This design comes from an exercise in tuning for small area and a short achievable clock period on the open sky130 flow, not from production work. Where RTL was checked, it was by simulation tests only, not by an equivalence proof against the original. The RTL of run 1 was laid out without a check of its function.

<file path="flow/flow/run.sh">
#!/bin/bash
# Layout flow: the standard ORFS flow (standard.sh), with small port buffers
# and timing repair aimed below the clock period.
set -euo pipefail
bash standard.sh "BUFFER_PORTS_ARGS=-buffer_cell sky130_fd_sc_hd__buf_2" SETUP_SLACK_MARGIN=12 finish > flow_make.log 2>&1
</file>
<file path="flow/standard.sh">
#!/bin/bash
# synth_recipe.tcl (not shown) runs the flow's synth.tcl, then flattens the netlist and writes it again
# the make line also repeats each setting of config.mk as NAME=value (left out here)
make -C /OpenROAD-flow-scripts/flow DESIGN_CONFIG=/design/flow/config.mk WORK_HOME=/design/flow/orfs CLKGATE_MAP_FILE= SYNTH_SCRIPT=/design/flow/synth_recipe.tcl "${@:-finish}"
</file>
<file path="flow/config.mk">
export PLATFORM = sky130hd
export DESIGN_NAME = sgbm_aggr_right_left
export DESIGN_NICKNAME = sgbm_aggr_right_left
export VERILOG_FILES = /design/flow/design.v
export SDC_FILE = /design/flow/constraint.sdc
export NUM_CORES = 8
export LEC_CHECK = 0
export CAP_MARGIN = 35
export CORE_AREA = 5 5 1095 1095
export DIE_AREA = 0 0 1100 1100
export SLEW_MARGIN = 35
export SYNTH_HIERARCHICAL = 1
</file>
<file path="flow/constraint.sdc">
create_clock -name core_clock -period 33.0 [get_ports {clk}]
set_input_delay 6.6000 -clock core_clock [delete_from_list [all_inputs] [get_ports {clk}]]
set_output_delay 6.6000 -clock core_clock [all_outputs]
set_load 0.01 [all_outputs]
</file>
<file path="flow/design.v">
`timescale 1ns / 1ns  
`default_nettype none
`timescale 1ns / 1ns  
`default_nettype none
module sgbm_lt12
(
    input  wire [11:0] a,
    input  wire [11:0] b,
    output wire        lt
);
reg     c;
integer i;
always @(*) begin
    c = 1'b0;
    for (i = 0; i < 12; i = i + 1)
        c = (~a[i] & b[i]) | (~(a[i] & ~b[i]) & c);
end
assign lt = c;
endmodule
module sgbm_min2
(
    input  wire [11:0] a,
    input  wire [11:0] b,
    input  wire        vb,
    output wire [11:0] y
);
wire lt;
sgbm_lt12 u_lt (.a(b), .b(a), .lt(lt));
assign y = (vb & lt) ? b : a;
endmodule
module sgbm_min4
(
    input  wire [11:0] x0,
    input  wire [11:0] x1,
    input  wire [11:0] x2,
    input  wire [11:0] x3,
    input  wire        v1,
    input  wire        v2,
    input  wire        v3,
    output wire [11:0] y
);
wire l01, l02, l03, l12, l13, l23;
sgbm_lt12 u01 (.a(x1), .b(x0), .lt(l01));
sgbm_lt12 u02 (.a(x2), .b(x0), .lt(l02));
sgbm_lt12 u03 (.a(x3), .b(x0), .lt(l03));
sgbm_lt12 u12 (.a(x2), .b(x1), .lt(l12));
sgbm_lt12 u13 (.a(x3), .b(x1), .lt(l13));
sgbm_lt12 u23 (.a(x3), .b(x2), .lt(l23));
wire c01 = v1 & l01;
wire c02 = v2 & l02;
wire c03 = v3 & l03;
wire c12 = v2 & l12;
wire c13 = v3 & l13;
wire c23 = v3 & l23;
wire s0 = ~c01 & ~c02 & ~c03;
wire s1 = c01 & ~c12 & ~c13;
wire s2 = c02 & c12 & ~c23;
wire s3 = c03 & c13 & c23;
assign y = ({12{s0}} & x0) | ({12{s1}} & x1) | ({12{s2}} & x2) | ({12{s3}} & x3);
endmodule
module sgbm_add12
(
    input  wire [11:0] a,
    input  wire [11:0] b,
    output wire [11:0] s
);
reg [15:0] g, p, gg, pp;
reg [11:0] r;
integer i, l;
always @(*) begin
    g = 16'b0;
    p = 16'b0;
    for (i = 0; i < 12; i = i + 1) begin
        g[i] = a[i] & b[i];
        p[i] = a[i] ^ b[i];
    end
    gg = g;
    pp = p;
    for (l = 0; l < 4; l = l + 1)
        for (i = 0; i < 16; i = i + 1)
            if (i[l]) begin
                gg[i] = gg[i] | (pp[i] & gg[((i >> l) << l) - 1]);
                pp[i] = pp[i] & pp[((i >> l) << l) - 1];
            end
    r[0] = p[0];
    for (i = 1; i < 12; i = i + 1)
        r[i] = p[i] ^ gg[i-1];
end
assign s = r;
endmodule
module sgbm_aggr_right_left
(
    input wire                           clk,
    input wire                           rst,
    input wire [128*12-1:0]   i_cost,
    input wire                           i_cost_valid,
    input wire  [8-1:0]        i_min_disp,
    input wire  [8-1:0]        i_max_disp,
    input wire                           i_rst_aggr,
    input wire  [12-1:0]         i_P1,
    input wire  [12-1:0]         i_P2,
    output wire [128*12-1:0]   o_cost,
    output wire                          o_valid,
    output reg                           o_aggr_done
);
localparam D = 128;
localparam W = 12;
function automatic [W:0] add_rc(input [W-1:0] a, input [W-1:0] b, input cin);
    reg cy;
    integer i;
    begin
        cy = cin;
        for (i = 0; i < W; i = i + 1) begin
            add_rc[i] = a[i] ^ b[i] ^ cy;
            cy = (a[i] & b[i]) | (cy & (a[i] ^ b[i]));
        end
        add_rc[W] = cy;
    end
endfunction
assign o_valid = i_cost_valid;
reg  [0:D-1][W-1:0]    Lp;
reg  [W-1:0]           m_r;
reg  [W-1:0]           P2_r;      
reg  [W:0]             PP_r;      
reg  [W-1:0]           nP2_r;     
reg  [8-1:0] R_r;
reg                    cost_valid_d1;
wire [0:D-1][W-1:0]    cost_w;
assign cost_w = i_cost;
wire                   first = ~cost_valid_d1;
wire [W:0]             S     = {1'b0, m_r} + {1'b0, P2_r};
wire [W-1:0]           Dn    = ~S[W-1:0];
wire [W+1:0]           X     = {PP_r[W], PP_r} - {2'b00, m_r};
wire [W:0]             K     = {X[W] ^ S[W], X[W-1:0]};
wire [W-1:0]           nD    = nP2_r - m_r;
wire [D:0]             lv;
wire [0:D-1][W-1:0]    L;
assign lv[D] = 1'b0;
wire [0:D-1][W:0]      u;
wire [0:D-1][W+1:0]    v;
genvar d, n;
generate
    for (d = 0; d < D; d = d + 1) begin : g_reg
        assign lv[d] = (d < R_r);
        wire [W:0] us = add_rc(Lp[d], Dn, 1'b1);
        assign u[d] = {~us[W], us[W-1:0]};
        wire [W:0] vs = add_rc(Lp[d], K[W-1:0], 1'b0);
        assign v[d] = {K[W] & ~vs[W], K[W] ^ vs[W], vs[W-1:0]};
    end
    for (d = 0; d < D; d = d + 1) begin : g_lane
        wire [W+1:0] vn;
        wire         vneg;
        if (d == 0) begin : g_l0
            assign vn   = v[1];
            assign vneg = lv[1] & v[1][W+1];
        end else if (d == D-1) begin : g_ln
            assign vn   = v[D-2];
            assign vneg = v[D-2][W+1];
        end else begin : g_lm
            wire take_r = lv[d+1] & (Lp[d+1] < Lp[d-1]);
            assign vn   = take_r ? v[d+1] : v[d-1];
            assign vneg = vn[W+1];
        end
        wire         uneg   = u[d][W];
        wire         lo_lt  = u[d][W-1:0] < vn[W-1:0];
        wire         take_u = ~first & uneg & (~vneg | lo_lt);
        wire         take_v = ~first & vneg & ~(uneg & lo_lt);
        wire [W-1:0] t      = ({W{take_u}} & u[d][W-1:0]) | ({W{take_v}} & vn[W-1:0]) | ({W{first}} & nD);
        sgbm_add12 u_add (.a(cost_w[d]), .b(t), .s(L[d]));
    end
endgenerate
wire [0:63][W-1:0] t1;
wire [0:15][W-1:0] t2;
wire [0:3][W-1:0]  t3;
wire [W-1:0]       minL;
generate
    for (n = 0; n < 64; n = n + 1) begin : g_t1
        sgbm_min2 u_m (.a(L[2*n]), .b(L[2*n+1]), .vb(lv[2*n+1]), .y(t1[n]));
    end
    for (n = 0; n < 16; n = n + 1) begin : g_t2
        sgbm_min4 u_m (.x0(t1[4*n]), .x1(t1[4*n+1]), .x2(t1[4*n+2]), .x3(t1[4*n+3]),
                       .v1(lv[8*n+2]), .v2(lv[8*n+4]), .v3(lv[8*n+6]), .y(t2[n]));
    end
    for (n = 0; n < 4; n = n + 1) begin : g_t3
        sgbm_min4 u_m (.x0(t2[4*n]), .x1(t2[4*n+1]), .x2(t2[4*n+2]), .x3(t2[4*n+3]),
                       .v1(lv[32*n+8]), .v2(lv[32*n+16]), .v3(lv[32*n+24]), .y(t3[n]));
    end
endgenerate
sgbm_min4 u_root (.x0(t3[0]), .x1(t3[1]), .x2(t3[2]), .x3(t3[3]),
                  .v1(lv[32]), .v2(lv[64]), .v3(lv[96]), .y(minL));
assign o_cost = L;
always @(posedge clk) begin
    Lp            <= L;
    m_r           <= i_cost_valid ? minL : {W{1'b0}};
    P2_r          <= i_P2;
    PP_r          <= {1'b0, i_P1} - {1'b0, i_P2};
    nP2_r         <= {W{1'b0}} - i_P2;
    R_r           <= i_max_disp - i_min_disp;
    cost_valid_d1 <= i_cost_valid;
end
always @(posedge clk) begin
    if (rst) begin
        o_aggr_done      <= 1;
    end
    else if (i_rst_aggr) begin
        o_aggr_done      <= 0;
    end
    else if (i_cost_valid==0&&cost_valid_d1==1) begin
        o_aggr_done      <= 1;
    end
end
endmodule
</file>
==> impl_metrics.csv, run 1 <==
group,metric,value,unit
min_path,hp-start,"o_aggr_done",
placement,place_hpwl,2080000,um
finish,drive_above_1_share,0.182,
timing,timing.hold.ws,0.522,ns
floorplan,fp.dieW,1100,um
detailed_routing,drc,0,
detailed_routing,dr.first_iter.drc_count,45400,
yosys,synth_seq_cells,1594,
floorplan,die_y,1100,um
global_route,grt_pass1_wl,3120000,um
worst_setup_path,slowest_stage,"fa_4",
finish,layout-area-overhead-vs-synth,16.9,%
timing,relSlewSlack,0.225,
worst_setup_path,crit_arrival,21.58,ns
detailed_routing,wl_per_cell,42.6,um
global_route,grt_pass1_vias,316000,
placement,port_buffers,3117,
floorplan,design.core.area,1.19,mm^2
min_path,hold_end,"o_aggr_done",
clock_tree,clk_pin_slew_worst_paths,0.07,ns
worst_setup_path,cp_common_cell,"fa_1",
placement,pre_cts_ws,11.81,ns
min_path,hp-class,"flop to flop",
finish,final_common_cell,"inv_1",
worst_setup_path,crit_fanout,23,
detailed_routing,vias,337000,
clock_tree,postCtsHoldBufs,0,
run,drv_cap,0,
worst_setup_path,r2r-start,"m_r[0]",
yosys,synth.yosys.seq_area_share,0.0972,
timing,period_share,0.623,
floorplan,io_pins,3118,
finish,multiInputGateArea,0.265,mm^2
detailed_routing,vias_per_cell,5.86,
clock_tree,cts_root_buf,"clkbuf_16",
timing,fin_ws,12.43,ns
worst_setup_path,crit_type,"flop to flop",
detailed_routing,drt_wl_total,2450000,um
finish,fillerInstances,126000,
worst_setup_path,timing.rr.end,"m_r[1]",
worst_setup_path,r2r_cells,80,
clock_tree,tritoncts,"built",
yosys,synthCells,37000,
yosys,synth_area_per_cell,8.88,um^2
timing,fin_crit,20.57,ns
timing,clock_skew,0.128,ns
timing,fmax,0.0486,GHz
timing,setup_viol,0,
finish,final_nets,50000,
yosys,syn-cell-area,0.328,mm^2
floorplan,num_rows,400,
timing,setup_tns,0,ns
clock_tree,htreeDepth,4,
finish,final_cell_mix,"7873 x inv_1, 4385 x ha_1, 3330 x fa_1",
detailed_routing,dr.pass1.iters,10,
floorplan,dieArea,1.21,mm^2
global_route,antenna_found_initial,628,
status,status,"timing/DRC/antenna clean",
clock_tree,cts.path.max_buffers,5,
floorplan,initial_core_util,0.277,
yosys,synthFlopType,"dfxtp_1",
yosys,ys_types,111,
finish,fin_util,0.324,
worst_setup_path,cp_top_family,"adder cells",
global_route,grt_overflow_total,0,
clock_tree,numCtsBuffers,241,
global_route,grt_util_all_layers,0.387,
timing,tightest_slew,1.16,ns
timing,grt_setup_unrepaired,"false",
yosys,yosysWarnings,9,
placement,gp_congestion,1.12,
global_route,grt_start_max_net_pins,46,
worst_setup_path,start_kind,"flop",
worst_setup_path,slowest_delay,0.65,ns
clock_tree,clock_sinks,1594,
detailed_routing,ant_nets,0,
yosys,async_flop_share,0,
worst_setup_path,endpoint_kind,"flop",
worst_setup_path,crit_required,34.01,ns
timing,drv_slew,0,
yosys,synth_edf_count,0,
timing,final_hold_viol_count,0,
worst_setup_path,critPathBufInv,13,
finish,regArea,0.0319,mm^2
worst_setup_path,reg2reg_slack,12.43,ns
clock_tree,clock_latency,1.17,ns
yosys,syn_nets,46300,
min_path,whs_path_depth,2,
## per-stage QoR
step,cells,area [um^2]
after floorplan,37000,329000
after global placement,56000,370000
after detailed placement,56000,370000
after CTS,56500,379000
after global routing,57100,383000
final,57500,384000
## cell families (layout without fill, tap and decap cells)
logic type               after synthesis  count (layout)  synth area share
other                                  0             866                 0
AND/OR/NAND/NOR                     6309            6309             0.106
AO/OA/AOI/OAI                       8053            8053             0.178
XOR/XNOR                            1082            1082            0.0289
flip-flops                          1594            1594            0.0972
multiplexers                        2372            2372            0.0834
adder cells (fa/ha/maj)             8668            8668             0.401
buffers and inverters               8879           12900             0.106
## layout make-up
cell class | instances | share of cell area
clock inverter | 150 | 0.00538
multi-input combinational | 26500 | 0.690
clock buffer | 290 | 0.0170
tap | 15700 | 0.0511
timing repair buffer | 4530 | 0.0706
antenna | 866 | 0.00565
sequential | 1594 | 0.0833
inverter | 7884 | 0.0773
## worst max-delay path by stage
stage                start  endpoint  slack [ns]  depth (start not counted)
finish              m_r[0]    m_r[1]       12.43                         80
global route        m_r[0]    m_r[1]       11.91                         82
CTS                 m_r[0]    m_r[1]       12.00                         80
detailed placement  m_r[0]    m_r[1]       11.81                         73
global placement    m_r[0]    m_r[1]       11.40                         74
floorplan           m_r[1]    m_r[9]       12.04                         70
## Yosys cell counts, types with 64 or more instances
cell type | number | area share
and2_1 | 102 | 0.0019
nor2b_1 | 299 | 0.0057
o211ai_1 | 302 | 0.0069
o22ai_1 | 325 | 0.0062
mux2_2 | 337 | 0.012
o2111ai_1 | 66 | 0.0018
a31oi_1 | 252 | 0.0048
nand2_1 | 1681 | 0.019
a2111oi_0 | 72 | 0.0019
o21a_1 | 270 | 0.0062
clkbuf_1 | 495 | 0.0057
and4_1 | 71 | 0.0019
a211oi_1 | 127 | 0.0029
xor2_1 | 404 | 0.011
ha_1 | 4385 | 0.17
a41oi_1 | 158 | 0.0042
a21o_1 | 622 | 0.014
xnor2_1 | 677 | 0.018
o2bb2ai_1 | 385 | 0.010
nor3b_1 | 208 | 0.0048
buf_1 | 64 | 0.00073
nand2b_1 | 994 | 0.019
nand4_1 | 1239 | 0.024
buf_6 | 66 | 0.0023
dfxtp_1 | 1594 | 0.097
buf_4 | 160 | 0.0037
a222oi_1 | 401 | 0.012
nand3_1 | 258 | 0.0039
o221ai_1 | 1424 | 0.038
a311o_1 | 152 | 0.0046
inv_1 | 7883 | 0.090
nand2_2 | 64 | 0.0012
o21ai_0 | 958 | 0.015
fa_1 | 3333 | 0.20
a211o_1 | 79 | 0.0021
nor2_1 | 851 | 0.0097
nor2b_4 | 190 | 0.0080
buf_2 | 209 | 0.0032
mux2_4 | 640 | 0.029
nor3_1 | 142 | 0.0022
a21oi_2 | 385 | 0.010
maj3_2 | 380 | 0.013
maj3_1 | 570 | 0.017
a21oi_1 | 1626 | 0.025
mux2i_1 | 1394 | 0.043
## sequential cells by signal (all words and copies together), names as in the netlist
name,count
Lp,1536
P2_r,11
PP_r,13
R_r,8
cost_valid_d1,1
m_r,12
nP2_r,12
o_aggr_done,1
## metal layers
metal  global-route usage  routed length, um
met5            0.0000786               2260
met4                0.390             307000
met3                0.159             309000
met2                0.539             969000
met1                0.435             864000
## modules after synthesis (local to each module, per instance)
module / times used / cells / flops+latches / area (um^2)
sgbm_lt12: 190 / 33 / 0 / 213
sgbm_add12: 128 / 59 / 0 / 472
sgbm_aggr_right_left: 1 / 20700 / 1594 / 207000
sgbm_min4: 21 / 74 / 0 / 390
sgbm_min2: 64 / 14 / 0 / 190
## worst min-delay path, delay by kind of cell (launching register included)
| kind | cells | cell delay, ns |
|---|---|---|
| DFF | 1 | 0.35 |
| AOI/OAI and AO/OA | 2 | 0.15 |
## what timing repair did
item | CTS | global route
pin swaps | 5 | 56
setup endpoints to repair | 12 | 12
gates resized for setup | 6 | 115
setup buffers | 13 | 136
==> inputs of run 2 (changes only) <==
--- a/flow/design.v
+++ b/flow/design.v
@@ -60,2 +60,46 @@
 endmodule
+module sgbm_min8
+(
+    input  wire [8*12-1:0] x,
+    input  wire [7:1]      v,
+    output wire [11:0]     y
+);
+wire [7:0] c [0:7];
+wire [7:0] s;
+genvar i, j;
+generate
+    for (i = 0; i < 8; i = i + 1) begin : g_i
+        for (j = 0; j < 8; j = j + 1) begin : g_j
+            if (j > i) begin : g_c
+                wire l;
+                sgbm_lt12 u_lt (.a(x[j*12 +: 12]), .b(x[i*12 +: 12]), .lt(l));
+                assign c[i][j] = v[j] & l;
+            end else begin : g_z
+                assign c[i][j] = 1'b0;
+            end
+        end
+    end
+    for (i = 0; i < 8; i = i + 1) begin : g_s
+        wire [7:0] w;
+        for (j = 0; j < 8; j = j + 1) begin : g_w
+            if (j < i) begin : g_e
+                assign w[j] = c[j][i];
+            end else if (j > i) begin : g_l
+                assign w[j] = ~c[i][j];
+            end else begin : g_o
+                assign w[j] = 1'b1;
+            end
+        end
+        assign s[i] = &w;
+    end
+endgenerate
+reg [11:0] r;
+integer k;
+always @(*) begin
+    r = 12'b0;
+    for (k = 0; k < 8; k = k + 1)
+        r = r | ({12{s[k]}} & x[k*12 +: 12]);
+end
+assign y = r;
+endmodule
 module sgbm_add12
@@ -66,8 +110,6 @@
 );
-reg [15:0] g, p, gg, pp;
+reg [11:0] g, p, G, P;
 reg [11:0] r;
-integer i, l;
+integer i, k;
 always @(*) begin
-    g = 16'b0;
-    p = 16'b0;
     for (i = 0; i < 12; i = i + 1) begin
@@ -76,13 +118,17 @@
     end
-    gg = g;
-    pp = p;
-    for (l = 0; l < 4; l = l + 1)
-        for (i = 0; i < 16; i = i + 1)
-            if (i[l]) begin
-                gg[i] = gg[i] | (pp[i] & gg[((i >> l) << l) - 1]);
-                pp[i] = pp[i] & pp[((i >> l) << l) - 1];
-            end
+    G = g;
+    P = p;
+    for (k = 1; k < 12; k = k * 2)
+        for (i = 2*k-1; i < 12; i = i + 2*k) begin
+            G[i] = G[i] | (P[i] & G[i-k]);
+            P[i] = P[i] & P[i-k];
+        end
+    for (k = 4; k >= 1; k = k / 2)
+        for (i = 3*k-1; i < 12; i = i + 2*k) begin
+            G[i] = G[i] | (P[i] & G[i-k]);
+            P[i] = P[i] & P[i-k];
+        end
     r[0] = p[0];
     for (i = 1; i < 12; i = i + 1)
-        r[i] = p[i] ^ gg[i-1];
+        r[i] = p[i] ^ G[i-1];
 end
@@ -117,2 +163,12 @@
         add_rc[W] = cy;
+    end
+endfunction
+function automatic lt_rc(input [W-1:0] a, input [W-1:0] b);
+    reg cy;
+    integer i;
+    begin
+        cy = 1'b0;
+        for (i = 0; i < W; i = i + 1)
+            cy = (~a[i] & b[i]) | (~(a[i] & ~b[i]) & cy);
+        lt_rc = cy;
     end
@@ -159,3 +215,3 @@
         end else begin : g_lm
-            wire take_r = lv[d+1] & (Lp[d+1] < Lp[d-1]);
+            wire take_r = lv[d+1] & lt_rc(Lp[d+1], Lp[d-1]);
             assign vn   = take_r ? v[d+1] : v[d-1];
@@ -164,3 +220,3 @@
         wire         uneg   = u[d][W];
-        wire         lo_lt  = u[d][W-1:0] < vn[W-1:0];
+        wire         lo_lt  = lt_rc(u[d][W-1:0], vn[W-1:0]);
         wire         take_u = ~first & uneg & (~vneg | lo_lt);
@@ -171,21 +227,17 @@
 endgenerate
-wire [0:63][W-1:0] t1;
-wire [0:15][W-1:0] t2;
-wire [0:3][W-1:0]  t3;
+wire [0:31][W-1:0] t1;
+wire [0:7][W-1:0]  t2;
 wire [W-1:0]       minL;
 generate
-    for (n = 0; n < 64; n = n + 1) begin : g_t1
-        sgbm_min2 u_m (.a(L[2*n]), .b(L[2*n+1]), .vb(lv[2*n+1]), .y(t1[n]));
-    end
-    for (n = 0; n < 16; n = n + 1) begin : g_t2
+    for (n = 0; n < 32; n = n + 1) begin : g_t1
+        sgbm_min4 u_m (.x0(L[4*n]), .x1(L[4*n+1]), .x2(L[4*n+2]), .x3(L[4*n+3]),
+                       .v1(lv[4*n+1]), .v2(lv[4*n+2]), .v3(lv[4*n+3]), .y(t1[n]));
+    end
+    for (n = 0; n < 8; n = n + 1) begin : g_t2
         sgbm_min4 u_m (.x0(t1[4*n]), .x1(t1[4*n+1]), .x2(t1[4*n+2]), .x3(t1[4*n+3]),
-                       .v1(lv[8*n+2]), .v2(lv[8*n+4]), .v3(lv[8*n+6]), .y(t2[n]));
-    end
-    for (n = 0; n < 4; n = n + 1) begin : g_t3
-        sgbm_min4 u_m (.x0(t2[4*n]), .x1(t2[4*n+1]), .x2(t2[4*n+2]), .x3(t2[4*n+3]),
-                       .v1(lv[32*n+8]), .v2(lv[32*n+16]), .v3(lv[32*n+24]), .y(t3[n]));
+                       .v1(lv[16*n+4]), .v2(lv[16*n+8]), .v3(lv[16*n+12]), .y(t2[n]));
     end
 endgenerate
-sgbm_min4 u_root (.x0(t3[0]), .x1(t3[1]), .x2(t3[2]), .x3(t3[3]),
-                  .v1(lv[32]), .v2(lv[64]), .v3(lv[96]), .y(minL));
+sgbm_min8 u_root (.x({t2[7], t2[6], t2[5], t2[4], t2[3], t2[2], t2[1], t2[0]}),
+                  .v({lv[112], lv[96], lv[80], lv[64], lv[48], lv[32], lv[16]}), .y(minL));
 assign o_cost = L;
==> impl_metrics.csv, run 2 <==
group,metric,value,unit
status,status,"timing/DRC/antenna clean",
floorplan,initial_core_util,0.268,
yosys,syn-cell-area,0.318,mm^2
finish,largest_reg_flops,1536,
yosys,synth_top_cells_by_count,"7124 x inv_1, 3589 x fa_1, 2577 x nand2_1",
finish,fillerInstances,126000,
placement,pre_cts_ws,12.53,ns
global_route,grt_pass1_wl,3140000,um
global_route,grt_util_all_layers,0.385,
yosys,synth.most_common_cell,"inv_1",
worst_setup_path,start_kind,"flop",
min_path,hp-class,"flop to flop",
global_route,antenna_found_initial,676,
global_route,grt_overflow_total,0,
finish,final_cell_mix,"7118 x inv_1, 3582 x fa_1, 3131 x buf_2",
timing,tightest_slew,1.12,ns
finish,regArea,0.0319,mm^2
clock_tree,htreeDepth,4,
worst_setup_path,cp_common_cell,"fa_1",
yosys,synthCells,37500,
timing,setup_tns,0,ns
run,drv_cap,0,
detailed_routing,dr.pass1.iters,13,
floorplan,design.core.area,1.19,mm^2
clock_tree,cts_root_buf,"clkbuf_16",
finish,final_nets,47800,
yosys,async_flop_share,0,
worst_setup_path,crit_arrival,21.48,ns
timing,drv_slew,0,
yosys,synth_edf_count,0,
worst_setup_path,slowest_stage,"fa_4",
timing,grt_setup_unrepaired,"false",
floorplan,dieArea,1.21,mm^2
worst_setup_path,crit_required,33.98,ns
clock_tree,clk_pin_slew_worst_paths,0.07,ns
worst_setup_path,crit_fanout,15,
detailed_routing,dr.first_iter.drc_count,53300,
placement,gp_congestion,1.19,
floorplan,num_rows,400,
yosys,syn_nets,44100,
finish,fin_area,0.372,mm^2
yosys,synth_area_per_cell,8.47,um^2
worst_setup_path,slowest_delay,0.91,ns
placement,port_buffers,3117,
yosys,synth_top_area_frac,0.226,
yosys,synthTopCellsByArea,"fa_1 23%, dfxtp_1 10%, inv_1 8.4%, ha_1 5.8%, maj3_1 5.5%",
detailed_routing,drc,0,
timing,setup_viol,0,
timing,period_share,0.621,
finish,layout-area-overhead-vs-synth,17.1,%
finish,final_common_cell,"inv_1",
floorplan,fp.dieW,1100,um
timing,clock_skew,0.213,ns
clock_tree,clock_latency,1.20,ns
timing,relSlewSlack,0.253,
global_route,top_usage_layer,"met2",
finish,reg.largest.list,"Lp x1536, PP_r x13",
global_route,met1_usage,0.432,
clock_tree,postCtsHoldBufs,0,
timing,fin_ws,12.50,ns
yosys,yosys.area.top_type,"fa_1",
yosys,ys_types,122,
clock_tree,clock_sinks,1594,
global_route,grt_start_max_net_pins,47,
detailed_routing,vias,350000,
global_route,globalRouteMet2Util,0.535,
global_route,met3_usage,0.159,
clock_tree,numCtsBuffers,232,
global_route,grt_pass1_vias,323000,
finish,regMostFlops,"Lp",
yosys,synth_seq_cells,1594,
floorplan,die_y,1100,um
clock_tree,tritoncts,"built",
placement,place_hpwl,2050000,um
finish,fin_util,0.314,
yosys,synthFlopType,"dfxtp_1",
worst_setup_path,crit_type,"flop to flop",
finish,multiInputGateArea,0.257,mm^2
detailed_routing,drt_wl_total,2450000,um
worst_setup_path,endpoint_kind,"flop",
timing,final_hold_viol_count,0,
timing,fmax,0.0488,GHz
detailed_routing,wl_per_cell,42.2,um
yosys,synth.yosys.seq_area_share,0.100,
floorplan,io_pins,3118,
detailed_routing,ant_nets,0,
yosys,yosysWarnings,10,
finish,drive_above_1_share,0.177,
placement,placed_area,0.361,mm^2
detailed_routing,vias_per_cell,6.03,
timing,fin_crit,20.50,ns
clock_tree,cts.path.max_buffers,5,
==> run 2: changes by cell type in the layout (fill, tap and decap cells not counted), moves of 230 or more <==
cell / before / now
nor2b_1: 298 / 573
a31oi_1: 243 / 529
ha_1: 4385 / 1462
nand2b_1: 993 / 1458
maj3_1: 570 / 1739
nor2_1: 844 / 1078
a21o_1: 621 / 234
fa_1: 3330 / 3582
mux2_2: 337 / 611
mux2_4: 640 / 0
a31o_1: 0 / 258
nand2_1: 1659 / 2559
inv_1: 7873 / 7118
a222oi_1: 401 / 631
==> run 2: metal layers <==
metal / part of all wire / vias up
li1: - / 142000
met1: 0.34 / 171000
met2: 0.39 / 27900
met3: 0.13 / 8268
met4: 0.13 / 337
met5: 0.0018 / -
==> run 2: timing repair <==
| item | CTS | global route |
|---|---|---|
| endpoints found under the setup margin | 0 | 12 |
| resized for setup | 0 | 5 |
| setup buffers | 0 | 7 |
==> run 2: final timing paths <==
kind | start | endpoint | slack (ns) | depth (start not counted)
min reg2reg | o_aggr_done | o_aggr_done | 0.58 | 2
max reg2reg | m_r[0] | m_r[1] | 12.50 | 65
max | m_r[0] | m_r[1] | 12.50 | 65
min | o_aggr_done | o_aggr_done | 0.58 | 2
==> run 2: cell families after synthesis <==
| group | synth area share |
|---|---|
| AOI/OAI and AO/OA | 0.207 |
| xor gates and xnor gates | 0.0228 |
| adders and majority gates | 0.359 |
| buffers and inverters | 0.0999 |
| DFF | 0.100 |
| muxes | 0.0590 |
| and+or+nand+nor | 0.151 |
==> run 2: critical path: cells and delay by family, from the launching register on <==
family | cells | cell delay, ns
AOI/OAI and AO/OA | 18 | 4.65
xor gates and xnor gates | 1 | 0.13
adders and majority gates | 23 | 9.20
buffers and inverters | 8 | 1.83
DFF | 1 | 0.43
muxes | 1 | 0.20
and+or+nand+nor | 14 | 3.63
==> run 2: cell type report <==
type                       count  share of cell area
clock buffer                 278              0.0169
tap                        15700              0.0527
timing repair buffer        4534              0.0718
sequential                  1594              0.0858
clock inverter               141             0.00458
multi-input combinational  27700               0.690
inverter                    7131              0.0720
antenna                      890             0.00598
==> run 2: Yosys stat by module, one instance, submodules excluded <==
module / copies in the design / cells
sgbm_add12: 128 / 46
sgbm_min4: 40 / 74
sgbm_min8: 1 / 107
sgbm_lt12: 268 / 33
sgbm_aggr_right_left: 1 / 19700
==> run 2: per-stage QoR <==
| step | hold WS [ns] | instances |
|---|---|---|
| detailed placement | 0.558 | 56600 |
| global placement | 0.548 | 56600 |
| floorplan | 0.531 | 37500 |
| finish | 0.581 | 57900 |
| global route | 0.588 | 57700 |
| CTS | 0.572 | 57000 |

port drivers added, routing unchanged:
The flow's constraints put no driver on any port. The routed layouts listed below were extracted and timed again, unchanged, in two steps. Step 1, drivers: a clkbuf_16 drives clk and a buf_2 each remaining input, both assumed. Step 2 moves the port delays by t, midway between the first and last clock arrival at a register: inputs arrive t later, outputs are due t later. That takes back most of the time a late clock gives input paths. Three values: ideal, step 1, step 2; two values: the first two.
run | t (ns) | setup slack, ns | worst setup path after step 2 | latest minus earliest clock arrival (ns) | cell pins on the clock port's net
run 1 | 1.262 | 12.426 / 12.426 / 12.426 | register to register | 0.129 / 0.129 | 1
run 2 | 1.265 | 12.505 / 12.505 / 12.505 | register to register | 0.225 / 0.225 | 1
After both steps every run listed still meets setup and hold.
